Source: an optimization exercise on an open RTL-to-GDS flow (aim: small area). Production flows keep margins and buffers that such runs may drop.
In this exercise RTL edits were held to simulation tests only and were not proved equivalent to the original.
Power and IR drop assume default switching activity. No driver is modelled on the clock port, so clocking that relies on it looks cheaper here than on a real chip.

==> design.v <==
module clock_div
#(parameter DIVISOR = 16)
(
input clk, reset, ce,
output reg div_clk,
output rise, fall);
reg [31:0] count;
always @(posedge clk)
begin
	if (reset)
		begin
		div_clk <= 1'b0;
		count <= 32'h0000;
		end
	else if (ce)
		begin
		count <= count + 32'd1;
		if(count>=(DIVISOR-1))
			count <= 32'h0000;
		div_clk <= (count<DIVISOR/2)?1'b1:1'b0;
		end
end
assign rise = ~reset & ce & ~div_clk & (count<DIVISOR/2);
assign fall = ~reset & ce &  div_clk & ~(count<DIVISOR/2);
endmodule
module i2s_decode
	#(parameter RESOLUTION = 24)
(
	input clk, SCLK_rise, LRCK, data_in,
	output reg[RESOLUTION-1:0] data_out_L, data_out_R
);
reg [RESOLUTION-1:0] count;
reg LR;
reg [RESOLUTION-1:0] data_L, data_R;
always @(posedge clk)
	if (SCLK_rise) begin
	count <= count + 1;
	if (LR != LRCK)
		begin
		count <= 0;
		LR <= LRCK;
		data_out_L <= data_L;
		data_out_R <= data_R;
		end
	else if (count < RESOLUTION) begin
		if (LRCK == 0)
			data_L[RESOLUTION-1-count] <= data_in;
		else
			data_R[RESOLUTION-1-count] <= data_in;
		end
	end
endmodule
module i2s_encode
	#(parameter RESOLUTION = 24)
(
	input clk, SCLK_fall, LRCK,
	input [RESOLUTION-1:0] data_in_L, data_in_R,
	output reg data_out
);
reg [31:0] count;
reg [RESOLUTION-1:0] data_buf;
reg LR;
always @(posedge clk)
	if (SCLK_fall) begin
	count <= count + 1;
	if (LR != LRCK)
		begin
		count <= 0;
		LR <= LRCK;
		if (LRCK == 0)
			data_buf <= data_in_L;
		else
			data_buf <= data_in_R;
		end
	else if (count < RESOLUTION)
		data_out <= data_buf[RESOLUTION-1-count];
	end
endmodule
module clipping
	#(parameter RESOLUTION = 24,
	SHIFT = 4)
	(
	input clk, ce, enable,
	input [RESOLUTION - 1:0]data_in,
	output reg[RESOLUTION - 1:0]data_out
);
	always @(posedge clk)
		if (ce) begin
			if (!enable)
				data_out <= data_in;
			else begin
				data_out[RESOLUTION - SHIFT - 1] <= |data_in[RESOLUTION-1:RESOLUTION - SHIFT - 1];
				data_out <= data_in << SHIFT;
			end
		end
endmodule
module echo
	#(parameter RESOLUTION = 32, DEPTH = 128)
	(
	input clk, ce, enable,
	input [RESOLUTION - 1:0] data_in,
	output reg [RESOLUTION - 1:0] data_out
	);
	reg [RESOLUTION - 1:0] buffer [DEPTH-1:0];
	integer i;
	always @(posedge clk)
		if (ce) begin
			if (!enable)
				data_out <= data_in;
			else begin
				data_out <= data_in + (buffer[DEPTH-1]<<2);
				for (i = DEPTH-1; i>0; i = i-1)
					begin
						buffer[i] <= buffer[i-1];
					end
				buffer[0] <= data_in;
			end
		end
	endmodule
module flip_flop_data
	#(parameter RESOLUTION = 24)
	(
	input clk, ce,
	input [RESOLUTION - 1:0]data_in,
	output reg[RESOLUTION - 1:0]data_out
);
reg [RESOLUTION - 1:0] data_hold;
always @(posedge clk)
	if (ce) begin
		data_out <= data_hold;
		data_hold <= data_in;
	end
endmodule
module effects
	#(parameter RESOLUTION = 24, DEPTH = 128)
	(
	input clk, data_CLK_rise,
	input [9:0] SW,
	input [RESOLUTION-1:0] data_in,
	output [RESOLUTION-1:0] data_out
	);
wire [RESOLUTION-1:0] L1;
clipping #(.RESOLUTION(RESOLUTION), .SHIFT(6)) clipL (.clk(clk), .ce(data_CLK_rise), .enable(SW[0]), .data_in(data_in), .data_out(L1));
echo #(.RESOLUTION(RESOLUTION), .DEPTH(DEPTH)) eL (.clk(clk), .ce(data_CLK_rise), .enable(SW[1]), .data_in(L1), .data_out(data_out));
endmodule
module audio_top
	#(parameter RESOLUTION = 24, ECHO_DEPTH = 128)
(
	input MCLK,
	input reset,
	input GPIO3,
	input [9:0] SW,
	output GPIO1, GPIO2, GPIO4,
	output [9:0] LEDR
	);
wire LRCK, SCLK, data_CLK;
wire SCLK_rise, SCLK_fall, data_CLK_rise, data_CLK_fall;
wire [RESOLUTION-1:0] data_L_in, data_R_in, data_L_out, data_R_out;
assign GPIO1 = LRCK;
assign GPIO2 = SCLK;
clock_div #(8) clk0 (.clk(MCLK), .reset(reset), .ce(1'b1), .div_clk(SCLK), .rise(SCLK_rise), .fall(SCLK_fall));						 
clock_div #(32) clk1 (.clk(MCLK), .reset(reset), .ce(SCLK_rise), .div_clk(data_CLK), .rise(data_CLK_rise), .fall(data_CLK_fall));	 
clock_div #(64) clk2 (.clk(MCLK), .reset(reset), .ce(SCLK_rise), .div_clk(LRCK), .rise(), .fall());									 
i2s_decode #(.RESOLUTION(RESOLUTION)) dec (.clk(MCLK), .SCLK_rise(SCLK_rise), .LRCK(LRCK), .data_in(GPIO3), .data_out_L(data_L_in), .data_out_R(data_R_in));
wire [RESOLUTION-1:0] effects_L_out, effects_R_out;
effects #(.RESOLUTION(RESOLUTION), .DEPTH(ECHO_DEPTH)) eL1 (.clk(MCLK), .data_CLK_rise(data_CLK_rise), .SW(SW), .data_in(data_R_in), .data_out(effects_L_out));
effects #(.RESOLUTION(RESOLUTION), .DEPTH(ECHO_DEPTH)) eR1 (.clk(MCLK), .data_CLK_rise(data_CLK_rise), .SW(SW), .data_in(data_L_in), .data_out(effects_R_out));
flip_flop_data #(.RESOLUTION(RESOLUTION)) bp1 (.clk(MCLK), .ce(data_CLK_fall), .data_in(effects_L_out), .data_out(data_L_out));
flip_flop_data #(.RESOLUTION(RESOLUTION)) bp2 (.clk(MCLK), .ce(data_CLK_fall), .data_in(effects_R_out), .data_out(data_R_out));
i2s_encode #(.RESOLUTION(RESOLUTION)) enc (.clk(MCLK), .SCLK_fall(SCLK_fall), .LRCK(LRCK), .data_in_L(data_L_out), .data_in_R(data_R_out), .data_out(GPIO4));
assign LEDR[9:1] = data_L_in[RESOLUTION-1:RESOLUTION-10];
assign LEDR[0] =  data_L_in[0];                                                      
endmodule
==> run.sh <==
#!/bin/bash
# synth_recipe.tcl (not shown) runs the flow's synth.tcl, then flattens the netlist and writes it again
# the make line also repeats each setting of config.mk as NAME=value (left out here)
make -C /OpenROAD-flow-scripts/flow DESIGN_CONFIG=/design/flow/config.mk WORK_HOME=/design/flow/orfs CLKGATE_MAP_FILE= SYNTH_SCRIPT=/design/flow/synth_recipe.tcl finish
==> config.mk <==
export PLATFORM = sky130hd
export DESIGN_NAME = audio_top
export DESIGN_NICKNAME = audio_top
export VERILOG_FILES = /design/flow/design.v
export SDC_FILE = /design/flow/constraint.sdc
export NUM_CORES = 8
export LEC_CHECK = 0
export CAP_MARGIN = 20
export CORE_MARGIN = 2
export CORE_UTILIZATION = 40
export SLEW_MARGIN = 20
==> constraint.sdc <==
create_clock -name core_clock -period 40.0 [get_ports {MCLK}]
set_input_delay 8.0000 -clock core_clock [delete_from_list [all_inputs] [get_ports {MCLK}]]
set_output_delay 8.0000 -clock core_clock [all_outputs]
set_load 0.01 [all_outputs]
==> impl_metrics.ini, run 1 <==
[pwr]
ir_drop_mv = 0.0406
power.density_nw_per_um2 = 55.8
p_leak_nw = 53.1

[clock_tree]
cts_buffers = 580
clock_path_buffers = 4
clock_sinks = 6102
postCtsHoldBufs = 0
clk_latency_ps = 990
clk_pin_slew_ps = 60
ctsResizeCount = 0
postCtsSetupRepairBufs = 0
htreeDepth = 6
cts_tree = built
cts-root-buf = clkbuf_16

[synthesis]
synth-compound-area-share = 0.00686
netlist_top_cells_area = edfxtp_1 95%, dfxtp_1 1.0%, mux2_2 0.77%
synth-main-ff-cell = edfxtp_1
yosysSeqAreaShare = 0.961
synthXorXnorAreaFrac = 0.00374
yosysTopAreaCell = edfxtp_1
synth_top_area_share = 0.951
synth_area_per_cell_um2 = 26.4
synthMuxAreaShare = 0.00886
synth-edff-count = 6003
synth_warnings = 9
synthAdderAreaFrac = 0.00364
ys_types = 68
synth_top_family_by_area = simple AND/OR/NAND/NOR gates
synth_simple_gate_area_share = 0.0138
async_flop_share = 0
netlist_area_um2 = 190000
ys_seq_elements = 6102
synth_cells = 7193

[job]
cap_violations = 0

[critical_path]
cp_cell_sequence = clkdlybuf4s50_1 -> buf_4 -> nor2_4 -> nand2_4 -> nor3b_4 -> buf_4 -> and2_4 -> buf_12 -> buf_12 -> buf_4 -> buf_4 -> buf_6 -> buf_4 -> buf_4
critical_path_buf_inv_count = 10
crit_slowest_cell = buf_4
endpoint_kind = flip-flop
critPathLaunchType = input port
rr_endpoint = eR1.eL.buffer[53][19]
path_max_fanout = 190
cp.arrival_ps = 16230
r2r_slack_ps = 30810
crit_type = in2reg
slowest_delay_ps = 930
path_common_cell = buf_4
r2r_cells = 14
cp_top_family = buffers and inverters
worstReg2RegStart = clk0.count[21]
cp.required_ps = 40600

[floorplanning]
initial_core_util = 0.402
dieArea_um2 = 480000
ios = 26
coreArea_um2 = 472000
num_rows = 252
die_h_um = 693
die_x_um = 693

[detailed_routing]
drc_errors = 0
drt_iter0_drc = 7011
vias_per_cell = 4.57
firstDrtPassIters = 5
drt_wl_total_mm = 242
vias = 66330
drtAntennaViolNets = 0
wl_per_cell_um = 16.7

[sta]
slew_headroom = 0.221
setup_slack_ps = 24370
worst_slew_pin_slew_ps = 1170
rsz0062_at_grt = no
maxSlewViolCount = 0
hold_viol_final = 0
post-route-period-util = 0.391
finClkSkew_ps = 55.3
whs_ps = 377
setup_viol = 0
fmax_mhz = 64.0
min_period_ps = 15630
tns_ps = 0

[place]
dp_slack_ps = 22380
globalplace.congestion = 0.803
post_dp_cell_area_um2 = 198000
dpl.cell_count = 13467
dp_hpwl_mm = 120
io_buffers = 17

[global_route]
gr-usage-met3 = 0.0205
overflow = 0
grt_pass1_vias = 65637
grt_usage = 0.0963
met1_usage = 0.151
grt_pass1_wl_mm = 373
antenna_found_initial = 17
use_met2 = 0.133
grt_max_degree = 227
busiest_layer = met1

[min_path]
whs_path_depth = 0
min_to = eL1.eL.buffer[81][11]
hold_path.class = reg2reg
holdCritStartpoint = eL1.eL.buffer[80][11]

[final_layout]
final_cells = 14520
synthToLayoutAreaGrowth_pct = 14.1
layout_common_cells = 6003 x edfxtp_1, 587 x clkbuf_16, 166 x nor2_1
layout_commonest_cell = edfxtp_1
layout-drive-gt1-share = 0.123
nNetsFinal = 7896
finalInstanceArea_um2 = 216000

[status]
status = complete, no violations
-- sequential cells by signal, summed over array words and instances, names as in the netlist, 32 cells and up --
name / count
eR1.eL.buffer: 2816
enc.count: 32
eL1.eL.buffer: 2816
clk2.count: 32
clk1.count: 32
clk0.count: 32
-- cells by family after synthesis --
family,after synthesis
buffers and inverters,93
DFF,6102
AOI/OAI and AO/OA,205
muxes,144
other,1
adders and majority gates,54
xor gates and xnor gates,81
and+or+nand+nor,513
-- area by class of cell --
type                       count  area [µm²]
fill                       37893      255000
sequential                  6102      182000
clock buffer                 720       15200
tap                         6223        7790
multi-input combinational   1025        7170
clock inverter               325        2900
timing repair buffer          85         900
inverter                      35         131
antenna                        5        12.5
-- power by group --
| part | total [mW] | switching, mW | internal (mW) |
|---|---|---|---|
| combinational | 0.00931 | 0.00589 | 0.00342 |
| sequential | 6.91 | 0.000470 | 6.91 |
| clock | 5.15 | 2.24 | 2.91 |
| total | 12.1 | 2.25 | 9.82 |
-- cell usage after synthesis (all sizes together) (12+ instances only) --
cell,number
edfxtp,6003
nor2,169
mux2,131
dfxtp,99
nand2,71
a21oi,66
ha,52
nor3,48
nand3,46
xnor2,45
xor2,36
inv,35
nor4,35
o21ai,33
clkbuf,32
a31oi,26
buf,26
nor2b,26
nand4,24
or3,24
and3,20
a21o,12
-- worst max path at each step --
stage / from / endpoint / slack, ps / cells after the start
6_report: reset / eR1.eL.buffer[53][19] / 24370 / 14
5_1_grt: reset / eL1.eL.buffer[25][20] / 23730 / 14
4_1_cts: reset / eR1.eL.buffer[49][19] / 23540 / 14
3_5_place_dp: reset / eR1.eL.buffer[46][20] / 22380 / 14
3_3_place_gp: reset / eR1.eL.buffer[56][21] / 22710 / 14
2_1_floorplan: reset / eL1.eL.buffer[0][0] / -39010 / 5
-- routing by layer --
metal / wire length (µm) / part of all wire / vias up
met5: 13 / 0.000054 / -
met4: 6270 / 0.026 / 2
met3: 12600 / 0.052 / 525
met2: 103000 / 0.43 / 1385
met1: 120000 / 0.50 / 34109
li1: - / - / 30309
-- through the flow --
stage	util	total power, mW
4_1_cts	0.458	12.3
3_5_place_dp	0.420	7.06
6_report	0.459	12.1
3_3_place_gp	0.420	7.06
5_1_grt	0.459	12.5
2_1_floorplan	-	7.06
==> run 2, diff against run 1 <==
==> design.v (replaced) <==
module clock_div (
	input clk, reset,
	output reg [8:0] n
);
always @(posedge clk)
	if (reset)
		n <= 9'h1ff;
	else
		n <= n + 9'd1;
endmodule
module i2s_decode
	#(parameter RESOLUTION = 24)
(
	input clk,
	input [8:0] n,
	input data_in,
	output reg [RESOLUTION-1:0] data_out_L, data_out_R
);
reg [RESOLUTION-1:0] sr;
wire [4:0] q = n[7:3];
wire shift = (n[2:0] == 3'd7) && (q >= 5'd1) && (q <= 5'd24);
always @(posedge clk) begin
	if (shift)
		sr <= {sr[RESOLUTION-2:0], data_in};
	if (n == 9'd7)
		data_out_L <= sr;
	if (n == 9'd263)
		data_out_R <= sr;
end
endmodule
module i2s_encode
	#(parameter RESOLUTION = 24)
(
	input clk,
	input [8:0] n,
	input [RESOLUTION-1:0] data_in_L, data_in_R,
	output reg data_out
);
wire [4:0] q = n[7:3];
wire [4:0] idx = 5'd24 - q;
wire [RESOLUTION-1:0] w = n[8] ? data_in_L : data_in_R;
always @(posedge clk)
	if ((n[2:0] == 3'd3) && (q >= 5'd1) && (q <= 5'd24))
		data_out <= w[idx];
endmodule
module clipping
	#(parameter RESOLUTION = 24, SHIFT = 6)
(
	input enable,
	input [RESOLUTION-1:0] data_in,
	output [RESOLUTION-1:0] data_out
);
assign data_out = enable ? (data_in << SHIFT) : data_in;
endmodule
module echo
	#(parameter W = 44, DEPTH = 128)
(
	input clk, reset, step, enable,
	input [6:0] phase,
	input [W-1:0] push,
	output [W-1:0] delayed,
	output acc
);
reg [W*DEPTH-1:0] ring;
reg [6:0] ptr;
reg pending;
wire want = step ? enable : pending;
wire match = (phase == ptr);
assign acc = want & match;
assign delayed = ring[W*DEPTH-1 -: W];
always @(posedge clk) begin
	ring <= {ring[W*(DEPTH-1)-1:0], acc ? push : delayed};
	if (reset) begin
		pending <= 1'b0;
		ptr <= 7'd0;
	end else begin
		pending <= want & ~match;
		ptr <= ptr + {6'd0, acc};
	end
end
endmodule
module flip_flop_data
	#(parameter RESOLUTION = 24)
(
	input clk, ce,
	input [RESOLUTION-1:0] data_in,
	output reg [RESOLUTION-1:0] data_out
);
always @(posedge clk)
	if (ce)
		data_out <= data_in;
endmodule
module effects
	#(parameter RESOLUTION = 24, BW = 22)
(
	input clk, step, acc, sw0,
	input [RESOLUTION-1:0] data_in,
	input [BW-1:0] delayed,
	output [BW-1:0] push,
	output reg [RESOLUTION-1:0] data_out
);
reg [RESOLUTION-1:0] c;
wire [RESOLUTION-1:0] clip;
wire [RESOLUTION-1:0] a = step ? c : data_out;
clipping #(.RESOLUTION(RESOLUTION), .SHIFT(6)) clp (.enable(sw0), .data_in(data_in), .data_out(clip));
always @(posedge clk) begin
	if (step)
		c <= clip;
	data_out <= a + (acc ? {delayed, 2'b00} : {RESOLUTION{1'b0}});
end
assign push = a[BW-1:0];
endmodule
module audio_top
	#(parameter RESOLUTION = 24, ECHO_DEPTH = 128)
(
	input MCLK,
	input reset,
	input GPIO3,
	input [9:0] SW,
	output GPIO1, GPIO2, GPIO4,
	output [9:0] LEDR
	);
localparam BW = 22;	 
wire [8:0] n;
wire [RESOLUTION-1:0] data_L_in, data_R_in, effects_L_out, effects_R_out, data_L_out, data_R_out;
wire [BW-1:0] push_L, push_R, delayed_L, delayed_R;
wire acc;
clock_div clk0 (.clk(MCLK), .reset(reset), .n(n));
assign GPIO2 = ~n[2];	 
assign GPIO1 = ~n[8];	 
wire step = ~reset & (n[7:0] == 8'hff);
i2s_decode #(.RESOLUTION(RESOLUTION)) dec (.clk(MCLK), .n(n), .data_in(GPIO3), .data_out_L(data_L_in), .data_out_R(data_R_in));
effects #(.RESOLUTION(RESOLUTION), .BW(BW)) eL1 (.clk(MCLK), .step(step), .acc(acc), .sw0(SW[0]), .data_in(data_R_in), .delayed(delayed_L), .push(push_L), .data_out(effects_L_out));
effects #(.RESOLUTION(RESOLUTION), .BW(BW)) eR1 (.clk(MCLK), .step(step), .acc(acc), .sw0(SW[0]), .data_in(data_L_in), .delayed(delayed_R), .push(push_R), .data_out(effects_R_out));
echo #(.W(2*BW), .DEPTH(ECHO_DEPTH)) dl (.clk(MCLK), .reset(reset), .step(step), .enable(SW[1]), .phase(n[6:0]),
	.push({push_L, push_R}), .delayed({delayed_L, delayed_R}), .acc(acc));
flip_flop_data #(.RESOLUTION(RESOLUTION)) bp1 (.clk(MCLK), .ce(step & n[8]), .data_in(effects_L_out), .data_out(data_L_out));
flip_flop_data #(.RESOLUTION(RESOLUTION)) bp2 (.clk(MCLK), .ce(step & ~n[8]), .data_in(effects_R_out), .data_out(data_R_out));
i2s_encode #(.RESOLUTION(RESOLUTION)) enc (.clk(MCLK), .n(n), .data_in_L(data_L_out), .data_in_R(data_R_out), .data_out(GPIO4));
assign LEDR[9:1] = data_L_in[RESOLUTION-2:RESOLUTION-10];
assign LEDR[0] = data_L_in[0];
endmodule
==> impl_metrics.ini, run 2 <==
[status]
status = complete, no violations

[critical_path]
critical_path_buf_inv_count = 4
critPathLaunchType = input port
worstReg2RegStart = clk0.n[3]
endpoint_kind = flip-flop
r2r_slack_ps = 33280
path_max_fanout = 99
cp.arrival_ps = 14200
path_common_cell = o21ai_0
r2r_cells = 17
cp.required_ps = 40850
crit_slowest_cell = clkdlybuf4s50_1
slowest_delay_ps = 760
cp_top_family = buffers and inverters
cp_cell_sequence = clkdlybuf4s50_1 -> nor4_4 -> buf_12 -> mux2i_1 -> nor2_4 -> buf_4 -> and2_1 -> ha_1 -> inv_1 -> fa_1 -> nor2b_1 -> o31a_1 -> o21ai_0 -> a31o_2 -> o21ai_0 -> a311oi_1 -> xnor2_1
crit_type = in2reg
rr_endpoint = eL1.data_out[22]

[global_route]
grt_max_degree = 100
overflow = 0
grt_pass1_vias = 44980
grt_pass1_wl_mm = 246
antenna_found_initial = 14
grt_usage = 0.0979

[synthesis]
yosysTopAreaCell = dfxtp_1
ys_seq_elements = 5866
netlist_top_cells_area = dfxtp_1 92%, edfxtp_1 4.1%, mux2_2 1.1%
synth_area_per_cell_um2 = 19.2
synth_top_area_share = 0.920
yosysSeqAreaShare = 0.961
async_flop_share = 0
synth-main-ff-cell = dfxtp_1
ys_types = 58
netlist_area_um2 = 124000
synth_most_common_cell = dfxtp_1
synth_cells = 6454
synth_warnings = 6
synthTopCellsByCount = 5697 x dfxtp_1, 169 x edfxtp_1, 123 x mux2_2, 50 x ha_1, 49 x and2_1
synth-edff-count = 169

[clock_tree]
cts_buffers = 540
clk_latency_ps = 970
clock_sinks = 5866
htreeDepth = 6
postCtsHoldBufs = 0
cts-root-buf = clkbuf_16
cts_tree = built
ctsResizeCount = 0
clock_path_buffers = 4
clk_pin_slew_ps = 60
postCtsSetupRepairBufs = 0

[sta]
slew_headroom = 0.410
tns_ps = 0
setup_slack_ps = 26650
hold_viol_final = 0
finClkSkew_ps = 44.9
whs_ps = 288
fmax_mhz = 74.9
worst_slew_pin_slew_ps = 884
min_period_ps = 13350
post-route-period-util = 0.334
rsz0062_at_grt = no
maxSlewViolCount = 0
setup_viol = 0

[final_layout]
layout_commonest_cell = dfxtp_1
layout-drive-gt1-share = 0.138
final_cells = 11538
layout_common_cells = 5696 x dfxtp_1, 553 x clkbuf_16, 169 x edfxtp_1
finalInstanceArea_um2 = 148000
synthToLayoutAreaGrowth_pct = 19.2
final_util = 0.479
max_flop_register = dl.ring
largest_reg_flops = 5632
nNetsFinal = 7045

[job]
cap_violations = 0

[place]
post_dp_cell_area_um2 = 129000
dp_slack_ps = 25410
globalplace.congestion = 0.742
io_buffers = 17
dp_hpwl_mm = 81.4
dpl.cell_count = 10558

[pwr]
power_mw = 11.3
power.density_nw_per_um2 = 76.4
p_leak_nw = 58.7
ir_drop_mv = 0.0449

[floorplanning]
dieArea_um2 = 315000
ios = 26
initial_core_util = 0.402
die_h_um = 561
num_rows = 204
coreArea_um2 = 309000
die_x_um = 561

[detailed_routing]
drt_wl_total_mm = 153
wl_per_cell_um = 13.3
vias_per_cell = 3.74
drt_iter0_drc = 1666
firstDrtPassIters = 4
vias = 43124
drtAntennaViolNets = 0
drc_errors = 0

[min_path]
holdCritStartpoint = dl.ring[2954]
hold_path.class = reg2reg
min_to = dl.ring[2998]
whs_path_depth = 0
==> run 2: cell count changes after synthesis, sizes merged, moves of 20 or more <==
cell,change
nor4,-32
nand2,-53
dfxtp,+5598
nor3,-42
nand4,-20
edfxtp,-5834
nor2,-144
a21oi,-30
nand3,-39
and2,+40
a31oi,-24
==> run 2: worst max-delay path by stage <==
stage	from	to	slack (ps)	depth (start not counted)
detailed placement	reset	eL1.data_out[22]	25410	17
floorplan	reset	eL1.data_out[23]	28350	13
global route	reset	eL1.data_out[22]	26080	17
global placement	reset	eL1.data_out[22]	25310	17
finish	reset	eL1.data_out[22]	26650	17
CTS	reset	eL1.data_out[22]	26500	17
==> run 2: kinds of logic after synthesis <==
group	count (synthesis)	synth area share
multiplexers	144	0.0142
XOR/XNOR	58	0.00410
AND/OR/NAND/NOR	168	0.00773
buffers and inverters	56	0.00215
AO/OA/AOI/OAI	110	0.00591
adder cells (fa/ha/maj)	52	0.00537
flip-flops	5866	0.961
==> run 2: layout make-up <==
cell class              count  area (µm²)
clock buffers             776       15900
repair buffers             24         230
well taps                4120        5150
inverters                  16        60.1
multi-input cells         532        4640
fillers                 25389      161000
flip-flops and latches   5866      119000
diodes                     16        40.0
clock inverters           188        2690
==> run 2: power by group <==
| group | switching [mW] | internal (mW) | total (mW) | leakage (nW) |
|---|---|---|---|---|
| logic | 0.0986 | 0.0807 | 0.179 | 2.23 |
| registers | 0.0484 | 5.92 | 5.97 | 47.4 |
| clock network | 2.12 | 3.02 | 5.14 | 9.10 |
| total | 2.26 | 9.03 | 11.3 | 58.7 |
==> run 2: per-layer routing <==
layer	up-vias	GRT usage	share of wire
met5	-	0	0
met4	0	0.0465	0.035
met3	431	0.0232	0.047
met2	684	0.136	0.40
met1	20450	0.143	0.52
li1	21559	-	-
==> run 3, diff against run 2 <==
--- a/config.mk
+++ b/config.mk
@@ -10,2 +10,4 @@
 export CORE_UTILIZATION = 40
+export CTS_CLUSTER_DIAMETER = 80
+export CTS_CLUSTER_SIZE = 30
 export SLEW_MARGIN = 20
==> impl_metrics.ini, run 3 <==
[final_layout]
layout-drive-gt1-share = 0.0665
nNetsFinal = 6741
synthToLayoutAreaGrowth_pct = 9.83
max_flop_register = dl.ring
layout_commonest_cell = dfxtp_1
num-fill-cells = 26382
layout_common_cells = 5696 x dfxtp_1, 239 x clkbuf_16, 169 x edfxtp_1
largest_reg_flops = 5632

[sta]
setup_viol = 0
maxSlewViolCount = 0
tns_ps = 0
finClkSkew_ps = 43.5
post-route-period-util = 0.333
min_period_ps = 13320
hold_viol_final = 0
fmax_mhz = 75.1
rsz0062_at_grt = no
slew_headroom = 0.392
setup_slack_ps = 26680
worst_slew_pin_slew_ps = 911

[synthesis]
synth-edff-count = 169
synth_warnings = 6
synthTopCellsByCount = 5697 x dfxtp_1, 169 x edfxtp_1, 123 x mux2_2, 50 x ha_1, 49 x and2_1
synth_area_per_cell_um2 = 19.2
synth_cells = 6454
synth_most_common_cell = dfxtp_1
synth_top_area_share = 0.920
netlist_top_cells_area = dfxtp_1 92%, edfxtp_1 4.1%, mux2_2 1.1%
ys_types = 58
yosysTopAreaCell = dfxtp_1
netlist_area_um2 = 124000
async_flop_share = 0
ys_seq_elements = 5866
synth-main-ff-cell = dfxtp_1
yosysSeqAreaShare = 0.961

[global_route]
grt_pass1_wl_mm = 230
grt_pass1_vias = 40783
grt_max_degree = 100
overflow = 0
grt_usage = 0.0919
antenna_found_initial = 14

[floorplanning]
die_h_um = 561
coreArea_um2 = 309000
num_rows = 204
die_x_um = 561
initial_core_util = 0.402
ios = 26
dieArea_um2 = 315000

[critical_path]
cp.arrival_ps = 14120
cp.required_ps = 40800
path_max_fanout = 99
critPathLaunchType = input port
crit_type = in2reg
endpoint_kind = flip-flop

[clock_tree]
clk_latency_ps = 900
cts-root-buf = clkbuf_16
postCtsHoldBufs = 0
cts_buffers = 236
htreeDepth = 4
postCtsSetupRepairBufs = 0
clock_sinks = 5866
ctsResizeCount = 0
clk_pin_slew_ps = 100
cts_tree = built
clock_path_buffers = 4

[place]
globalplace.congestion = 0.742
dp_hpwl_mm = 81.4
io_buffers = 17
dp_slack_ps = 25410

[pwr]
p_leak_nw = 53.0
ir_drop_mv = 0.0377
power.density_nw_per_um2 = 65.8

[detailed_routing]
drtAntennaViolNets = 0
drt_wl_total_mm = 145
drc_errors = 0
wl_per_cell_um = 13.3
vias = 40635
vias_per_cell = 3.74
drt_iter0_drc = 1830
firstDrtPassIters = 4

[status]
status = complete, no violations

[job]
cap_violations = 0

[min_path]
hold_path.class = reg2reg
run 3: cells by family after synthesis:
| logic type | count (synthesis) | synth area share |
|---|---|---|
| flops | 5866 | 0.961 |
| simple gates | 168 | 0.00773 |
| compound gates | 110 | 0.00591 |
| mux | 144 | 0.0142 |
| fa+ha+maj | 52 | 0.00537 |
| xor+xnor | 58 | 0.00410 |
| buf+inv | 56 | 0.00215 |
run 3: path summary, 6_finish.rpt:
path | depth (start not counted) | from | end | slack, ps
worst min-delay path | 0 | dl.ring[195] | dl.ring[239] | 290
worst max register to register | 17 | clk0.n[3] | eL1.data_out[22] | 33310
worst max-delay path | 17 | reset | eL1.data_out[22] | 26680
worst min register to register | 0 | dl.ring[195] | dl.ring[239] | 290
run 3: metal layers:
layer / vias to the layer above / wire length (µm) / GRT usage
li1: 20522 / - / -
met1: 19468 / 78200 / 0.141
met2: 363 / 56600 / 0.128
met3: 282 / 5870 / 0.0173
met4: 0 / 4340 / 0.0324
met5: - / 0 / 0
run 3: critical path: stages:
cell	delay [ps]
clkdlybuf4s50_1	760
nor4_4	460
buf_12	540
mux2i_1	230
nor2_4	650
buf_4	590
and2_1	220
ha_1	190
inv_1	60
fa_1	420
nor2b_1	180
o31a_1	240
o21ai_0	200
a31o_2	290
o21ai_0	630
a311oi_1	240
xnor2_1	160
run 3: where the power goes:
part,internal [mW],switching (mW),total [mW]
clock,1.14,1.68,2.82
sequential,5.92,0.0485,5.96
combinational,0.0807,0.0984,0.179
run 3: cell type report:
cell class | count | area (µm²) | share of cell area
Tap cell | 4120 | 5150 | 0.0378
Timing Repair Buffer | 24 | 230 | 0.00169
Clock buffer | 251 | 6040 | 0.0443
Antenna cell | 9 | 22.5 | 0.000165
Sequential cell | 5866 | 119000 | 0.875
Clock inverter | 46 | 937 | 0.00688
Multi-Input combinational cell | 532 | 4640 | 0.0340
Inverter | 16 | 60.1 | 0.000441
run 3: through the flow:
stage               std cells  hold slack, ps   util  power [mW]  area [µm²]
floorplan                6454             310      -        6.20      124000
global placement        10558             309  0.419        6.30      129000
detailed placement      10558             312  0.419        6.29      129000
CTS                     10855             285  0.441        9.11      136000
global route            10856             286  0.441        9.34      136000
finish                  10864             291  0.441        8.96      136000
==> run 4, diff against run 3 <==
--- a/config.mk
+++ b/config.mk
@@ -9,5 +9,6 @@
 export CORE_MARGIN = 2
-export CORE_UTILIZATION = 40
+export CORE_UTILIZATION = 65
 export CTS_CLUSTER_DIAMETER = 80
 export CTS_CLUSTER_SIZE = 30
+export PLACE_DENSITY = 0.75
 export SLEW_MARGIN = 20
==> impl_metrics.ini, run 4 <==
[global_route]
grt_pass1_vias = 43240
grt_usage = 0.168
grt_max_degree = 51
antenna_found_initial = 19
overflow = 0
grt_pass1_wl_mm = 249

[pwr]
power.density_nw_per_um2 = 66.2
p_leak_nw = 52.7
ir_drop_mv = 0.0525

[synthesis]
ys_types = 58
yosysTopAreaCell = dfxtp_1
synth_top_family_by_area = multiplexers
synthAdderAreaFrac = 0.00537
synthXorXnorAreaFrac = 0.00410
synth_most_common_cell = dfxtp_1
synth-edff-count = 169
netlist_top_cells_area = dfxtp_1 92%, edfxtp_1 4.1%, mux2_2 1.1%
synth-compound-area-share = 0.00591
synth_area_per_cell_um2 = 19.2
netlist_area_um2 = 124000
async_flop_share = 0
synth_warnings = 6
ys_seq_elements = 5866
synth-main-ff-cell = dfxtp_1
synthMuxAreaShare = 0.0142
synth_cells = 6454
yosysSeqAreaShare = 0.961
synth_top_area_share = 0.920
synth_simple_gate_area_share = 0.00773
synthTopCellsByCount = 5697 x dfxtp_1, 169 x edfxtp_1, 123 x mux2_2, 50 x ha_1, 49 x and2_1

[sta]
whs_ps = 297
setup_viol = 0
worst_slew_pin_slew_ps = 1050
setup_slack_ps = 27460
slew_headroom = 0.297
rsz0062_at_grt = no
tns_ps = 0
finClkSkew_ps = 51.2
hold_viol_final = 0
min_period_ps = 12540
post-route-period-util = 0.314
maxSlewViolCount = 0
fmax_mhz = 79.7

[floorplanning]
die_x_um = 441
die_h_um = 441
num_rows = 160
coreArea_um2 = 190000
dieArea_um2 = 194000
ios = 26
initial_core_util = 0.653

[final_layout]
largest_reg_flops = 5632
layout_common_cells = 5697 x dfxtp_1, 225 x clkbuf_16, 169 x edfxtp_1
synthToLayoutAreaGrowth_pct = 7.68
nNetsFinal = 6730
layout-drive-gt1-share = 0.0628
finalInstanceArea_um2 = 134000
layout_commonest_cell = dfxtp_1
max_flop_register = dl.ring

[min_path]
min_to = dl.ring[3864]
holdCritStartpoint = dl.ring[3820]
hold_path.class = reg2reg
whs_path_depth = 0

[detailed_routing]
wl_per_cell_um = 17.4
drt_wl_total_mm = 161
drtAntennaViolNets = 0
drt_iter0_drc = 2148
firstDrtPassIters = 5
vias_per_cell = 4.39
drc_errors = 0
vias = 40554

[clock_tree]
cts_buffers = 222
clk_latency_ps = 880
cts-root-buf = clkbuf_16
clk_pin_slew_ps = 100
cts_tree = built
clock_sinks = 5866
postCtsSetupRepairBufs = 0
clock_path_buffers = 3
postCtsHoldBufs = 0
ctsResizeCount = 0
htreeDepth = 4

[place]
dp_slack_ps = 26380
dp_hpwl_mm = 79.9
post_dp_cell_area_um2 = 127000
io_buffers = 17
globalplace.congestion = 0.781

[critical_path]
rr_endpoint = eR1.data_out[22]
critPathLaunchType = input port
r2r_cells = 16
cp.required_ps = 40810
worstReg2RegStart = clk0.n[0]
r2r_slack_ps = 34580
cp.arrival_ps = 13360
crit_type = in2reg
endpoint_kind = flip-flop
path_max_fanout = 50

[job]
cap_violations = 0

[status]
status = complete, no violations
## run 4: cell counts after synthesis
Identical to the previous run, type by type.
## run 4: logic make-up after synthesis
logic type      after synthesis
mux                         144
xor+xnor                     58
flops                      5866
simple gates                168
buf+inv                      56
compound gates              110
fa+ha+maj                    52
## run 4: worst max-delay path by stage
stage | from | depth (start not counted) | end | slack [ps]
6_report | reset | 15 | eR1.data_out[22] | 27460
5_1_grt | reset | 15 | eR1.data_out[22] | 27170
4_1_cts | reset | 15 | eR1.data_out[22] | 27370
3_5_place_dp | reset | 15 | eR1.data_out[22] | 26380
3_3_place_gp | reset | 15 | eR1.data_out[22] | 26330
2_1_floorplan | reset | 13 | eL1.data_out[23] | 28350
## run 4: per-stage QoR
step | std cells | util | power, mW
2_1_floorplan | 6454 | - | 6.20
3_3_place_gp | 8952 | 0.670 | 6.27
3_5_place_dp | 8952 | 0.670 | 6.26
4_1_cts | 9218 | 0.703 | 8.92
5_1_grt | 9219 | 0.704 | 9.13
6_report | 9229 | 0.704 | 8.84
## run 4: critical path: stages
cell and delay, ps:
clkdlybuf4s50_1 740, nor4_4 440, buf_4 660, buf_4 700
mux2_2 420, ha_1 210, inv_1 70, fa_1 210
nor2b_1 80, o31a_1 270, o41ai_1 590, o21a_1 280
a21oi_1 220, a21boi_0 300, xnor2_1 140
## run 4: layer usage
metal	global-route usage	share of wire	wire length [µm]
met5	0	0	0
met4	0.0460	0.021	3360
met3	0.0284	0.029	4650
met2	0.269	0.46	73700
met1	0.240	0.49	78900
## run 4: where the power goes
part / total, mW / switching [mW] / internal, mW / leakage, nW
clock network: 2.71 / 1.66 / 1.05 / 3.06
logic: 0.178 / 0.0970 / 0.0806 / 2.24
registers: 5.95 / 0.0337 / 5.92 / 47.4
total: 8.84 / 1.79 / 7.05 / 52.7
## run 4: layout make-up
type                    count  area, µm²
clock buffers             235       5690
flip-flops and latches   5866     119000
multi-input cells         532       4630
well taps                2511       3140
inverters                  16       60.1
diodes                     11       27.5
fillers                 11112      56200
repair buffers             27        240
clock inverters            31        621
==> run 5, diff against run 4 <==
==> design.v (replaced) <==
module clock_div (
	input clk, reset,
	output reg [8:0] n
);
always @(posedge clk)
	if (reset)
		n <= 9'h1ff;
	else
		n <= n + 9'd1;
endmodule
module i2s_decode
	#(parameter RESOLUTION = 24)
(
	input clk,
	input [8:0] n,
	input data_in,
	input [RESOLUTION-1:0] word_L, word_R,
	output reg [RESOLUTION-1:0] data_out_L, data_out_R,
	output top
);
reg [RESOLUTION-1:0] sr;
wire [4:0] q = n[7:3];
wire shift = (n[2:0] == 3'd7) && (q >= 5'd1) && (q <= 5'd24);
wire take = (n[7:0] == 8'd7);
always @(posedge clk) begin
	if (take)
		sr <= n[8] ? word_L : word_R;
	else if (shift)
		sr <= {sr[RESOLUTION-2:0], data_in};
	if (take & ~n[8])
		data_out_L <= sr;
	if (take & n[8])
		data_out_R <= sr;
end
assign top = sr[RESOLUTION-1];
endmodule
module i2s_encode
(
	input clk,
	input [8:0] n,
	input top,
	output reg data_out
);
wire [4:0] q = n[7:3];
always @(posedge clk)
	if ((n[2:0] == 3'd3) && (q >= 5'd1) && (q <= 5'd24))
		data_out <= top;
endmodule
module clipping
	#(parameter RESOLUTION = 24, SHIFT = 6)
(
	input enable,
	input [RESOLUTION-1:0] data_in,
	output [RESOLUTION-1:0] data_out
);
assign data_out = enable ? (data_in << SHIFT) : data_in;
endmodule
module echo
	#(parameter W = 44, DEPTH = 128)
(
	input clk, reset, step, enable,
	input [7:0] n,
	input [W-1:0] push,
	output [W-1:0] delayed,
	output acc
);
reg [W*DEPTH-1:0] ring;
reg [6:0] ptr;
reg pending;
wire window = n[7] ^ (n[6:3] != 4'd0);	 
assign acc = pending & window & (n[6:0] == ptr);
assign delayed = ring[W*DEPTH-1 -: W];
always @(posedge clk) begin
	ring <= {ring[W*(DEPTH-1)-1:0], acc ? push : delayed};
	if (reset) begin
		pending <= 1'b0;
		ptr <= 7'd0;
	end else begin
		if (step)
			pending <= enable;
		else if (acc)
			pending <= 1'b0;
		ptr <= ptr + {6'd0, acc};
	end
end
endmodule
module effects
	#(parameter RESOLUTION = 24, BW = 22)
(
	input clk, ce_step, ce_flag, ce_load, own, acc, sw0,
	input [RESOLUTION-1:0] data_in,
	input [BW-1:0] delayed,
	output [BW-1:0] push,
	output reg [RESOLUTION-1:0] data_out
);
reg [BW-1:0] c;
reg flag;
wire [RESOLUTION-1:0] clip;
wire [RESOLUTION-1:0] base = ce_load ? clip : data_out;
clipping #(.RESOLUTION(RESOLUTION), .SHIFT(6)) clp (.enable(ce_step ? sw0 : flag), .data_in(data_in), .data_out(clip));
always @(posedge clk) begin
	if (ce_step)
		c <= clip[BW-1:0];
	if (ce_flag)
		flag <= sw0;
	data_out <= base + ((acc & own) ? {delayed, 2'b00} : {RESOLUTION{1'b0}});
end
assign push = own ? data_out[BW-1:0] : c;
endmodule
module audio_top
	#(parameter RESOLUTION = 24, ECHO_DEPTH = 128)
(
	input MCLK,
	input reset,
	input GPIO3,
	input [9:0] SW,
	output GPIO1, GPIO2, GPIO4,
	output [9:0] LEDR
	);
localparam BW = 22;	 
wire [8:0] n;
wire [RESOLUTION-1:0] data_L_in, data_R_in, effects_L_out, effects_R_out;
wire [BW-1:0] push_L, push_R, delayed_L, delayed_R;
wire acc, top;
clock_div clk0 (.clk(MCLK), .reset(reset), .n(n));
assign GPIO2 = ~n[2];	 
assign GPIO1 = ~n[8];	 
wire step = n[7:0] == 8'hff;
wire s0 = step & n[8];
wire s32 = step & ~n[8];
wire p1 = n == 9'd7;
wire p33 = n == 9'd263;
i2s_decode #(.RESOLUTION(RESOLUTION)) dec (.clk(MCLK), .n(n), .data_in(GPIO3),
	.word_L(effects_L_out), .word_R(effects_R_out),
	.data_out_L(data_L_in), .data_out_R(data_R_in), .top(top));
effects #(.RESOLUTION(RESOLUTION), .BW(BW)) eL1 (.clk(MCLK), .ce_step(s32), .ce_flag(s0), .ce_load(p33), .own(n[8]),
	.acc(acc), .sw0(SW[0]), .data_in(data_R_in), .delayed(delayed_L), .push(push_L), .data_out(effects_L_out));
effects #(.RESOLUTION(RESOLUTION), .BW(BW)) eR1 (.clk(MCLK), .ce_step(s0), .ce_flag(s32), .ce_load(p1), .own(~n[8]),
	.acc(acc), .sw0(SW[0]), .data_in(data_L_in), .delayed(delayed_R), .push(push_R), .data_out(effects_R_out));
echo #(.W(2*BW), .DEPTH(ECHO_DEPTH)) dl (.clk(MCLK), .reset(reset), .step(step), .enable(SW[1]), .n(n[7:0]),
	.push({push_L, push_R}), .delayed({delayed_L, delayed_R}), .acc(acc));
i2s_encode enc (.clk(MCLK), .n(n), .top(top), .data_out(GPIO4));
assign LEDR[9:1] = data_L_in[RESOLUTION-2:RESOLUTION-10];
assign LEDR[0] = data_L_in[0];
endmodule
--- a/config.mk
+++ b/config.mk
@@ -9,6 +9,5 @@
 export CORE_MARGIN = 2
-export CORE_UTILIZATION = 65
+export CORE_UTILIZATION = 40
 export CTS_CLUSTER_DIAMETER = 80
 export CTS_CLUSTER_SIZE = 30
-export PLACE_DENSITY = 0.75
 export SLEW_MARGIN = 20
==> impl_metrics.ini, run 5 <==
[pwr]
ir_drop_mv = 0.0439
power.density_nw_per_um2 = 64.0
p_leak_nw = 52.7
power_mw = 8.62

[global_route]
grt_pass1_vias = 41679
grt_pass1_wl_mm = 232
overflow = 0
grt_max_degree = 53
antenna_found_initial = 6
grt_usage = 0.0920

[floorplanning]
num_rows = 203
coreArea_um2 = 306000
die_h_um = 558
dieArea_um2 = 312000
ios = 26
die_x_um = 558
initial_core_util = 0.402

[job]
cap_violations = 0

[critical_path]
cp.required_ps = 40760
cp-startpoint = SW[0]
path_max_fanout = 24
critPathLaunchType = input port
worstReg2RegStart = clk0.n[6]
endpoint_kind = flip-flop
cp_top_family = compound AO/OA/AOI/OAI gates
path_common_cell = o21ai_0
cp_cell_sequence = clkdlybuf4s50_1 -> mux2i_2 -> buf_4 -> mux2_2 -> mux2_1 -> ha_1 -> a211oi_1 -> nand2_1 -> o21ai_0 -> a21oi_1 -> a221oi_1 -> o21ai_0 -> xnor2_1
critical_path_buf_inv_count = 2
cp.arrival_ps = 12200
crit_type = in2reg
crit_slowest_cell = a221oi_1
slowest_delay_ps = 660

[synthesis]
async_flop_share = 0
synthTopCellsByCount = 5693 x dfxtp_1, 123 x edfxtp_1, 106 x a21oi_1, 70 x nand2_1, 66 x o21ai_0
synth_warnings = 5
synth-main-ff-cell = dfxtp_1
netlist_area_um2 = 123000
synth_area_per_cell_um2 = 18.6
ys_types = 56
synth_top_area_share = 0.927
netlist_top_cells_area = dfxtp_1 93%, edfxtp_1 3.0%, ha_1 0.50%
ys_seq_elements = 5816
synth-edff-count = 123
yosysSeqAreaShare = 0.957
yosysTopAreaCell = dfxtp_1
synth_cells = 6609
synth_most_common_cell = dfxtp_1

[clock_tree]
cts-root-buf = clkbuf_16
postCtsSetupRepairBufs = 0
htreeDepth = 4
clk_latency_ps = 910
clock_sinks = 5816
cts_tree = built
postCtsHoldBufs = 0
ctsResizeCount = 0
cts_buffers = 232
clk_pin_slew_ps = 100
clock_path_buffers = 4

[place]
dp_hpwl_mm = 77.2
io_buffers = 17
globalplace.congestion = 0.725
post_dp_cell_area_um2 = 128000

[min_path]
hold_path.class = reg2reg
holdCritStartpoint = dl.ring[3391]

[final_layout]
nNetsFinal = 6880
layout-drive-gt1-share = 0.0517
layout_common_cells = 5692 x dfxtp_1, 233 x clkbuf_16, 123 x edfxtp_1
finalInstanceArea_um2 = 135000
num-fill-cells = 26343
synthToLayoutAreaGrowth_pct = 9.55
final_util = 0.440
max_flop_register = dl.ring
largest_reg_flops = 5632
layout_commonest_cell = dfxtp_1

[detailed_routing]
drc_errors = 0
wl_per_cell_um = 13.0
drtAntennaViolNets = 0
drt_wl_total_mm = 143
drt_iter0_drc = 2045
vias = 41265
firstDrtPassIters = 5
vias_per_cell = 3.76

[status]
status = complete, no violations

[sta]
slew_headroom = 0.297
worst_slew_pin_slew_ps = 1040
rsz0062_at_grt = no
whs_ps = 275
maxSlewViolCount = 0
post-route-period-util = 0.286
tns_ps = 0
fmax_mhz = 87.4
hold_viol_final = 0
min_period_ps = 11450
setup_viol = 0
finClkSkew_ps = 98.0
==> run 5: cell types whose count changed after synthesis, moves of 46 or more <==
cell      before  now
a21oi_1       36  106
mux2_2       123   53
edfxtp_1     169  123
o21ai_0       15   66
nand2_1       18   70
==> run 5: worst register-to-register path, cell delays in order (launching register included) <==
cell       delay [ps]
dfxtp_1           420
nor4_1            360
xor2_1            110
or4_2             880
inv_2             640
buf_4             510
and3_1            260
ha_1              230
inv_1              80
fa_1              430
nor2b_1           200
o2111ai_1         190
a31o_2            320
a21o_1            210
o311ai_0          530
a21oi_1           180
xnor2_1           150
==> run 5: worst paths after layout <==
kind,slack [ps],end,depth (start not counted)
hold reg to reg,270,dl.ring[3435],0
hold / removal,270,dl.ring[3435],0
setup / recovery,28550,eR1.data_out[23],13
setup reg to reg,34170,eL1.data_out[20],16
==> run 5: final cells by class <==
class | instances | area, µm² | area share
repair buffers | 33 | 290 | 0.00216
clock inverters | 39 | 648 | 0.00481
clock buffers | 248 | 5930 | 0.0440
well taps | 4100 | 5130 | 0.0381
flip-flops and latches | 5816 | 118000 | 0.874
diodes | 6 | 15.0 | 0.000111
inverters | 24 | 90.1 | 0.000669
multi-input cells | 709 | 4920 | 0.0366
==> run 5: routing by layer <==
| metal | GRT usage | up-vias | wire, µm |
|---|---|---|---|
| met5 | 0 | - | 20 |
| met4 | 0.0307 | 4 | 4000 |
| li1 | - | 21004 | - |
| met3 | 0.0170 | 271 | 5220 |
| met1 | 0.141 | 19638 | 77800 |
| met2 | 0.129 | 348 | 55900 |
==> run 5: logic make-up (layout without fill, tap and decap cells) <==
family | count (synthesis) | in the layout | share of synthesized area
flops | 5816 | 5816 | 0.957
simple gates | 266 | 266 | 0.0109
compound gates | 239 | 239 | 0.0112
mux | 101 | 101 | 0.00893
buf+inv | 84 | 344 | 0.00308
xor+xnor | 52 | 52 | 0.00370
fa+ha+maj | 51 | 51 | 0.00531
other cells | 0 | 6 | 0
==> run 5: stage by stage <==
step / worst slack (ps) / instances
final: 28550 / 10975
after global routing: 28340 / 10970
after CTS: 28620 / 10969
after detailed placement: 27660 / 10682
after global placement: 27610 / 10682
after floorplan: 28780 / 6609
==> run 5: power breakdown <==
part / internal, mW / switching, mW / leakage, nW / total, mW
clock network: 1.09 / 1.63 / 3.19 / 2.72
logic: 0.0240 / 0.0485 / 2.56 / 0.0725
registers: 5.82 / 0.0117 / 46.9 / 5.84
total: 6.94 / 1.69 / 52.7 / 8.62
==> run 6, diff against run 5 <==
==> flow/run.sh (new file) <==
#!/bin/bash
# The standard layout, with the clock tree built without dummy loads
# (TritonCTS's skew-balancing load cells) and with larger sink clusters.
set -euo pipefail
export CTS_ARGS="-sink_clustering_enable -repair_clock_nets -dont_use_dummy_load -sink_clustering_size 30 -sink_clustering_max_diameter 80"
bash standard.sh > standard.log 2>&1
==> standard.sh (new file) <==
#!/bin/bash
# synth_recipe.tcl (not shown) runs the flow's synth.tcl, then flattens the netlist and writes it again
# the make line also repeats each setting of config.mk as NAME=value (left out here)
make -C /OpenROAD-flow-scripts/flow DESIGN_CONFIG=/design/flow/config.mk WORK_HOME=/design/flow/orfs CLKGATE_MAP_FILE= SYNTH_SCRIPT=/design/flow/synth_recipe.tcl "${@:-finish}"
removed: run.sh
==> impl_metrics.ini, run 6 <==
[status]
status = complete, no violations

[pwr]
p_clk_frac = 0.304
p_sw_mw = 1.60
internal-power_mw = 6.89
comb_power_share = 0.009
p_leak_nw = 52.4
switching_share = 0.189
ir_drop_mv = 0.0439
power.density_nw_per_um2 = 63.4
seqPwrFrac = 0.687

[clock_tree]
clock_sinks = 5816
clk_latency_ps = 900
cts_buffers = 232
postCtsHoldBufs = 0
cts_tree = built
postCtsSetupRepairBufs = 0
clock_path_buffers = 4
cts-root-buf = clkbuf_16
ctsResizeCount = 0
htreeDepth = 4
clk_pin_slew_ps = 100

[final_layout]
final_util = 0.438
num-fill-cells = 26385
layout-drive-gt1-share = 0.0456
layout_commonest_cell = dfxtp_1
layout_common_cells = 5692 x dfxtp_1, 232 x clkbuf_16, 123 x edfxtp_1
largest_reg_flops = 5632
nNetsFinal = 6880
max_flop_register = dl.ring
synthToLayoutAreaGrowth_pct = 8.92

[global_route]
grt_pass1_wl_mm = 231
gr-usage-met3 = 0.0168
overflow = 0
grt_max_degree = 53
antenna_found_initial = 6
grt_pass1_vias = 41561
grt_usage = 0.0919
use_met2 = 0.129
met1_usage = 0.141
busiest_layer = met1

[critical_path]
critical_path_buf_inv_count = 2
cp_top_family = compound AO/OA/AOI/OAI gates
endpoint_kind = flip-flop
crit_type = in2reg
critPathLaunchType = input port
crit_slowest_cell = a221oi_1
cp_cell_sequence = clkdlybuf4s50_1 -> mux2i_2 -> buf_4 -> mux2_2 -> mux2_1 -> ha_1 -> a211oi_1 -> nand2_1 -> o21ai_0 -> a21oi_1 -> a221oi_1 -> o21ai_0 -> xnor2_1
path_common_cell = o21ai_0
path_max_fanout = 24
slowest_delay_ps = 680
cp.required_ps = 40730
cp.arrival_ps = 12240

[place]
io_buffers = 17
globalplace.congestion = 0.725
dp_hpwl_mm = 77.2

[sta]
worst_slew_pin_slew_ps = 1090
finClkSkew_ps = 144
hold_viol_final = 0
fmax_mhz = 86.9
setup_viol = 0
rsz0062_at_grt = no
tns_ps = 0
maxSlewViolCount = 0
slew_headroom = 0.265
post-route-period-util = 0.288
min_period_ps = 11510

[floorplanning]
die_x_um = 558
coreArea_um2 = 306000
ios = 26
die_h_um = 558
dieArea_um2 = 312000
num_rows = 203
initial_core_util = 0.402

[synthesis]
synth_most_common_cell = dfxtp_1
synth_area_per_cell_um2 = 18.6
ys_types = 56
synthTopCellsByCount = 5693 x dfxtp_1, 123 x edfxtp_1, 106 x a21oi_1, 70 x nand2_1, 66 x o21ai_0
netlist_area_um2 = 123000
yosysSeqAreaShare = 0.957
synth-edff-count = 123
yosysTopAreaCell = dfxtp_1
netlist_top_cells_area = dfxtp_1 93%, edfxtp_1 3.0%, ha_1 0.50%
synth_cells = 6609
synth_top_area_share = 0.927
synth_warnings = 5
ys_seq_elements = 5816
async_flop_share = 0
synth-main-ff-cell = dfxtp_1

[job]
cap_violations = 0

[detailed_routing]
drt_iter0_drc = 2080
firstDrtPassIters = 4
drtAntennaViolNets = 0
drc_errors = 0
vias = 41132
drt_wl_total_mm = 143
wl_per_cell_um = 13.1
vias_per_cell = 3.77

[min_path]
hold_path.class = reg2reg
## run 6: cell type report
cell class	count	area, µm²	area share
sequential	5816	118000	0.879
clock buffer	232	5810	0.0434
tap	4100	5130	0.0383
multi-input combinational	709	4920	0.0368
timing repair buffer	33	290	0.00217
inverter	24	90.1	0.000673
antenna	6	15.0	0.000112
## run 6: per-stage QoR
| step | hold slack [ps] | power, mW | setup WS, ps | std cells | instance area (µm²) |
|---|---|---|---|---|---|
| 3_3_place_gp | 310 | 6.05 | 27610 | 10682 | 128000 |
| 4_1_cts | 221 | 8.61 | 28600 | 10914 | 134000 |
| 5_1_grt | 232 | 8.82 | 28320 | 10915 | 134000 |
| 6_report | 224 | 8.49 | 28490 | 10920 | 134000 |
| 3_5_place_dp | 312 | 6.05 | 27660 | 10682 | 128000 |
| 2_1_floorplan | 310 | 6.01 | 28780 | 6609 | 123000 |
## run 6: power by group through the flow
stage          clock (mW)  sequential, mW  combinational, mW
6_report             2.58            5.84             0.0726
5_1_grt              2.90            5.84             0.0806
4_1_cts              2.70            5.84             0.0760
3_5_place_dp            0            5.97             0.0757
3_3_place_gp            0            5.97             0.0758
2_1_floorplan           0            5.96             0.0488
## run 6: layer usage
| layer | part of all wire | vias to the layer above | wire length [µm] |
|---|---|---|---|
| met5 | 0.00016 | - | 23 |
| met4 | 0.028 | 4 | 4050 |
| met3 | 0.034 | 279 | 4920 |
| met2 | 0.39 | 310 | 55600 |
| met1 | 0.55 | 19586 | 77900 |
| li1 | - | 20953 | - |
## run 6: worst reg2reg max path, stage by stage (launching register included)
cell and delay [ps]:
dfxtp_1 420, nor4_1 360, xor2_1 110, or4_2 870, inv_2 650, buf_4 510, and3_1 260, ha_1 230
inv_1 80, fa_1 430, nor2b_1 190, o2111ai_1 190, a31o_2 320, a21o_1 210, o311ai_0 540, a21oi_1 180
xnor2_1 150
## run 6: final timing paths
check / cells after the start / slack, ps / from / endpoint
max: 13 / 28490 / SW[0] / eR1.data_out[23]
min reg2reg: 0 / 220 / dl.ring[62] / dl.ring[106]
max reg2reg: 16 / 34190 / clk0.n[6] / eL1.data_out[20]
min: 0 / 220 / dl.ring[62] / dl.ring[106]
## run 6: kinds of logic (layout without fill, tap and decap cells)
logic type | count (synthesis) | count (layout) | synth area share
AOI/OAI and AO/OA | 239 | 239 | 0.0112
xor gates and xnor gates | 52 | 52 | 0.00370
adders and majority gates | 51 | 51 | 0.00531
buffers and inverters | 84 | 289 | 0.00308
DFF | 5816 | 5816 | 0.957
muxes | 101 | 101 | 0.00893
other | 0 | 6 | 0
and+or+nand+nor | 266 | 266 | 0.0109
==> run 7, diff against run 6 <==
--- a/config.mk
+++ b/config.mk
@@ -9,5 +9,4 @@
 export CORE_MARGIN = 2
-export CORE_UTILIZATION = 40
-export CTS_CLUSTER_DIAMETER = 80
-export CTS_CLUSTER_SIZE = 30
+export CORE_UTILIZATION = 60
+export PLACE_DENSITY = 0.7
 export SLEW_MARGIN = 20
==> impl_metrics.ini, run 7 <==
[status]
status = complete, no violations

[detailed_routing]
wl_per_cell_um = 15.4
drt_wl_total_mm = 147
drt_iter0_drc = 2003
vias_per_cell = 4.28
drtAntennaViolNets = 0
firstDrtPassIters = 4
drc_errors = 0
vias = 40686

[critical_path]
r2r_slack_ps = 33480
worstReg2RegStart = clk0.n[0]
rr_endpoint = eR1.data_out[23]
cp.arrival_ps = 12560
cp-startpoint = SW[0]
path_common_cell = o21ai_0
crit_type = in2reg
cp_cell_sequence = clkdlybuf4s50_1 -> mux2i_2 -> buf_4 -> mux2_2 -> mux2_1 -> ha_1 -> a211oi_1 -> nor2_1 -> o21ai_0 -> a21oi_1 -> a221oi_1 -> o21ai_0 -> xnor2_1
cp.required_ps = 40740
critPathLaunchType = input port
endpoint_kind = flip-flop
r2r_cells = 18
crit_slowest_cell = mux2i_2
crit_path_end = eR1.data_out[23]
slowest_delay_ps = 680
path_max_fanout = 16

[synthesis]
synth_top_area_share = 0.927
synth_warnings = 5
synth_cells = 6609
yosysSeqAreaShare = 0.957
netlist_area_um2 = 123000
netlist_top_cells_area = dfxtp_1 93%, edfxtp_1 3.0%, ha_1 0.50%
synth-main-ff-cell = dfxtp_1
async_flop_share = 0
synth-edff-count = 123
synth_area_per_cell_um2 = 18.6
yosysTopAreaCell = dfxtp_1
ys_seq_elements = 5816
ys_types = 56
synth_most_common_cell = dfxtp_1
synthTopCellsByCount = 5693 x dfxtp_1, 123 x edfxtp_1, 106 x a21oi_1, 70 x nand2_1, 66 x o21ai_0

[global_route]
grt_max_degree = 56
grt_pass1_wl_mm = 234
overflow = 0
antenna_found_initial = 3
grt_pass1_vias = 41921
grt_usage = 0.142

[sta]
setup_viol = 0
fmax_mhz = 84.6
min_period_ps = 11820
worst_slew_pin_slew_ps = 1080
whs_ps = 244
post-route-period-util = 0.296
maxSlewViolCount = 0
slew_headroom = 0.275
tns_ps = 0
finClkSkew_ps = 104
rsz0062_at_grt = no
hold_viol_final = 0

[floorplanning]
dieArea_um2 = 209000
num_rows = 166
initial_core_util = 0.602
ios = 26
coreArea_um2 = 204000
die_x_um = 457
die_h_um = 457

[final_layout]
max_flop_register = dl.ring
layout_commonest_cell = dfxtp_1
largest_reg_flops = 5632
num-fill-cells = 13580
layout_common_cells = 5692 x dfxtp_1, 225 x clkbuf_16, 123 x edfxtp_1
synthToLayoutAreaGrowth_pct = 7.32
layout-drive-gt1-share = 0.0442
multi_input_area_um2 = 4920
seq_area_um2 = 118000
finalInstanceArea_um2 = 132000
final_cells = 9495
nNetsFinal = 6870

[place]
post_dp_cell_area_um2 = 126000
dp_hpwl_mm = 76.7
io_buffers = 17
globalplace.congestion = 0.755
dpl.cell_count = 9267

[clock_tree]
clk_latency_ps = 860
cts_buffers = 225
ctsResizeCount = 0
postCtsHoldBufs = 0
htreeDepth = 4
clock_path_buffers = 3
cts-root-buf = clkbuf_16
postCtsSetupRepairBufs = 0
clk_pin_slew_ps = 100
clock_sinks = 5816
cts_tree = built

[min_path]
hold_path.class = reg2reg

[pwr]
p_leak_nw = 52.3
ir_drop_mv = 0.0586
power.density_nw_per_um2 = 64.0
power_mw = 8.45

[job]
cap_violations = 0
run 7: cell counts after synthesis:
No cell type changed its count.
run 7: cells by family (layout without fill, tap and decap cells):
kind of cell | after synthesis | count (layout) | synth area share
simple gates | 266 | 266 | 0.0109
buf+inv | 84 | 279 | 0.00308
compound gates | 239 | 239 | 0.0112
xor+xnor | 52 | 52 | 0.00370
fa+ha+maj | 51 | 51 | 0.00531
mux | 101 | 101 | 0.00893
flops | 5816 | 5816 | 0.957
other cells | 0 | 3 | 0
run 7: area by class of cell:
type                            count  area share
Multi-Input combinational cell    709      0.0373
Sequential cell                  5816       0.892
Timing Repair Buffer               30     0.00203
Inverter                           24    0.000702
Tap cell                         2688      0.0255
Antenna cell                        3   0.0000569
Clock buffer                      225      0.0427
run 7: stage by stage:
stage | setup slack, ps | utilization
floorplan | 28780 | -
global placement | 27160 | 0.619
detailed placement | 27250 | 0.619
CTS | 28220 | 0.646
global route | 27870 | 0.646
finish | 28180 | 0.646
run 7: power breakdown:
group          internal [mW]  switching [mW]  leakage [nW]
sequential              5.82          0.0119          46.9
combinational         0.0236          0.0446          2.55
clock                   1.01            1.54          2.77
total                   6.85            1.59          52.3
run 7: worst max-delay path: cells and delay by family:
family	cells	cell delay [ps]
compound gates	5	1550
mux	3	1380
buf+inv	2	890
fa+ha+maj	1	390
xor+xnor	1	190
simple gates	1	110
run 7: metal layers:
metal  up-vias  wire (µm)  GRT usage
met5         -          0          0
met4         0       3260     0.0401
met3       236       4170     0.0256
met2       301      63100      0.215
met1     19243      76100      0.211
li1      20906          -          -
run 7: how the worst min path moves through the flow:
stage,from,cells past startpoint,endpoint,slack (ps)
floorplan,dl.ring[956],0,dl.ring[1000],310
global placement,dl.ring[5456],0,dl.ring[5500],310
detailed placement,dl.ring[57],0,dl.ring[101],310
CTS,dl.ring[4413],0,dl.ring[4457],250
global route,dl.ring[4237],0,dl.ring[4281],250
finish,dl.ring[4237],0,dl.ring[4281],240
==> run 8, diff against run 7 <==
==> flow/run.sh (replaced) <==
#!/bin/bash
# The standard layout, with the clock tree built without dummy loads
# (TritonCTS's skew-balancing load cells) and with larger sink clusters.
set -euo pipefail
export CTS_ARGS="-sink_clustering_enable -repair_clock_nets -dont_use_dummy_load -sink_clustering_size 35 -sink_clustering_max_diameter 80"
bash standard.sh > standard.log 2>&1
--- a/config.mk
+++ b/config.mk
@@ -9,4 +9,3 @@
 export CORE_MARGIN = 2
-export CORE_UTILIZATION = 60
-export PLACE_DENSITY = 0.7
+export CORE_UTILIZATION = 40
 export SLEW_MARGIN = 20
==> impl_metrics.ini, run 8 <==
[status]
status = complete, no violations

[critical_path]
path_max_fanout = 24
rr_endpoint = eL1.data_out[20]
cp_cell_sequence = clkdlybuf4s50_1 -> mux2i_2 -> buf_4 -> mux2_2 -> mux2_1 -> ha_1 -> a211oi_1 -> nand2_1 -> o21ai_0 -> a21oi_1 -> a221oi_1 -> o21ai_0 -> xnor2_1
cp_top_family = compound AO/OA/AOI/OAI gates
critPathLaunchType = input port
critical_path_buf_inv_count = 2
cp.arrival_ps = 12250
r2r_slack_ps = 34120
cp.required_ps = 40730
crit_type = in2reg
slowest_delay_ps = 680
r2r_cells = 16
worstReg2RegStart = clk0.n[6]
crit_slowest_cell = a221oi_1
endpoint_kind = flip-flop
path_common_cell = o21ai_0

[synthesis]
async_flop_share = 0
yosysTopAreaCell = dfxtp_1
synth_area_per_cell_um2 = 18.6
ys_types = 56
synth_most_common_cell = dfxtp_1
synth_top_area_share = 0.927
synth-main-ff-cell = dfxtp_1
synth-edff-count = 123
ys_seq_elements = 5816
synth_cells = 6609
netlist_top_cells_area = dfxtp_1 93%, edfxtp_1 3.0%, ha_1 0.50%
netlist_area_um2 = 123000
synth_warnings = 5
yosysSeqAreaShare = 0.957
synthTopCellsByCount = 5693 x dfxtp_1, 123 x edfxtp_1, 106 x a21oi_1, 70 x nand2_1, 66 x o21ai_0

[sta]
whs_ps = 203
finClkSkew_ps = 128
tns_ps = 0
setup_viol = 0
min_period_ps = 11510
worst_slew_pin_slew_ps = 1060
slew_headroom = 0.283
hold_viol_final = 0
rsz0062_at_grt = no
post-route-period-util = 0.288
fmax_mhz = 86.8
maxSlewViolCount = 0
setup_slack_ps = 28490

[place]
globalplace.congestion = 0.725
post_dp_cell_area_um2 = 128000
dpl.cell_count = 10682
dp_slack_ps = 27660
io_buffers = 17
dp_hpwl_mm = 77.2

[global_route]
overflow = 0
grt_usage = 0.0914
grt_max_degree = 53
grt_pass1_vias = 41098
antenna_found_initial = 7
grt_pass1_wl_mm = 230

[clock_tree]
postCtsSetupRepairBufs = 0
cts-root-buf = clkbuf_16
cts_buffers = 207
htreeDepth = 4
cts_tree = built
clock_sinks = 5816
ctsResizeCount = 0
clock_path_buffers = 4
clk_pin_slew_ps = 120
clk_latency_ps = 890
postCtsHoldBufs = 0

[pwr]
internal-power_mw = 6.78
p_leak_nw = 52.1
comb_power_share = 0.009
switching_share = 0.189
power_mw = 8.37
p_clk_frac = 0.294
seqPwrFrac = 0.698
p_sw_mw = 1.58
ir_drop_mv = 0.0392
power.density_nw_per_um2 = 62.8

[final_layout]
layout_common_cells = 5692 x dfxtp_1, 207 x clkbuf_16, 123 x edfxtp_1
finalInstanceArea_um2 = 133000
layout_commonest_cell = dfxtp_1
final_util = 0.436
max_flop_register = dl.ring
largest_reg_flops = 5632
nNetsFinal = 6855
layout-drive-gt1-share = 0.0421
final_cells = 10901
synthToLayoutAreaGrowth_pct = 8.42

[floorplanning]
ios = 26
die_h_um = 558
num_rows = 203
coreArea_um2 = 306000
initial_core_util = 0.402
dieArea_um2 = 312000
die_x_um = 558

[detailed_routing]
drc_errors = 0
drtAntennaViolNets = 0
firstDrtPassIters = 4
drt_wl_total_mm = 142
vias = 40909
drt_iter0_drc = 2001
wl_per_cell_um = 13.0
vias_per_cell = 3.75

[min_path]
whs_path_depth = 0
holdCritStartpoint = dl.ring[62]
min_to = dl.ring[106]
hold_path.class = reg2reg

[job]
cap_violations = 0
-- run 8: cell types whose count changed in the layout (fill, tap and decap cells not counted), sizes merged --
| cell | before | now |
|---|---|---|
| diode | 3 | 12 |
| clkbuf | 225 | 207 |
| buf | 13 | 16 |
-- run 8: layer usage --
layer,global-route usage,routed length [µm],vias up
li1,-,-,20897
met3,0.0166,5190,255
met4,0.0302,3990,4
met5,0,20,-
met1,0.141,77700,19455
met2,0.128,55300,298
-- run 8: power groups by stage --
stage	clock, mW	combinational, mW	sequential (mW)
final	2.46	0.0724	5.84
after global routing	2.76	0.0806	5.84
after CTS	2.57	0.0760	5.84
after detailed placement	0	0.0757	5.97
after global placement	0	0.0758	5.97
after floorplan	0	0.0488	5.96
-- run 8: area by class of cell --
cell class	count	area, µm²
multi-input cells	709	4920
well taps	4100	5130
flip-flops and latches	5816	118000
inverters	24	90.1
repair buffers	33	290
diodes	12	30.0
fillers	26424	172000
clock buffers	207	5180
-- run 8: how the worst max path moves through the flow --
stage	start	cells past startpoint	slack [ps]	end
after floorplan	SW[0]	12	28780	eR1.data_out[23]
after global placement	SW[0]	13	27610	eR1.data_out[23]
final	SW[0]	13	28490	eR1.data_out[23]
after global routing	SW[0]	13	28320	eR1.data_out[23]
after detailed placement	SW[0]	13	27660	eR1.data_out[23]
after CTS	SW[0]	13	28610	eR1.data_out[23]
-- run 8: cell families (layout without fill, tap and decap cells) --
| logic type | after synthesis | after routing | share of synthesized area |
|---|---|---|---|
| other | 0 | 12 | 0 |
| adders and majority gates | 51 | 51 | 0.00531 |
| DFF | 5816 | 5816 | 0.957 |
| muxes | 101 | 101 | 0.00893 |
| AOI/OAI and AO/OA | 239 | 239 | 0.0112 |
| buffers and inverters | 84 | 264 | 0.00308 |
| xor gates and xnor gates | 52 | 52 | 0.00370 |
| and+or+nand+nor | 266 | 266 | 0.0109 |
-- run 8: worst reg2reg max path, cell delays in order (launching register included) --
cell,delay [ps]
dfxtp_1,430
nor4_1,360
xor2_1,110
or4_2,860
inv_2,640
buf_4,510
and3_1,260
ha_1,220
inv_1,80
fa_1,430
nor2b_1,200
o2111ai_1,190
a31o_2,320
a21o_1,220
o311ai_0,580
a21oi_1,190
xnor2_1,150

==> afterwards: timing with drivers on the ports <==
The results above use ideal ports. As a check the final layouts listed here were re-extracted and re-timed, cells and wires unchanged. Step 1: set_driving_cell puts a clkbuf_16 on MCLK and a buf_2 on each other input, an assumption about the parent block. Step 2 also shifts input and output timing later by t, the mid clock arrival at the registers, as if the neighbouring blocks saw the same clock. a / b / c = no drivers / after step 1 / after step 2; a / b = the first two.
run | t (ns) | slack for setup (ns)
run 1 | 1.083 | 24.369 / 24.446 / 23.363
run 2 | 1.035 | 26.650 / 26.665 / 25.630
run 3 | 0.983 | 26.680 / 26.695 / 25.712
run 4 | 0.944 | 27.457 / 27.449 / 26.506
run 5 | 0.952 | 28.553 / 28.576 / 27.624
run 6 | 0.926 | 28.487 / 28.510 / 27.584
run 7 | 0.893 | 28.180 / 28.241 / 27.348
run 8 | 0.926 | 28.486 / 28.507 / 27.581
After both steps every run listed still meets setup and hold.
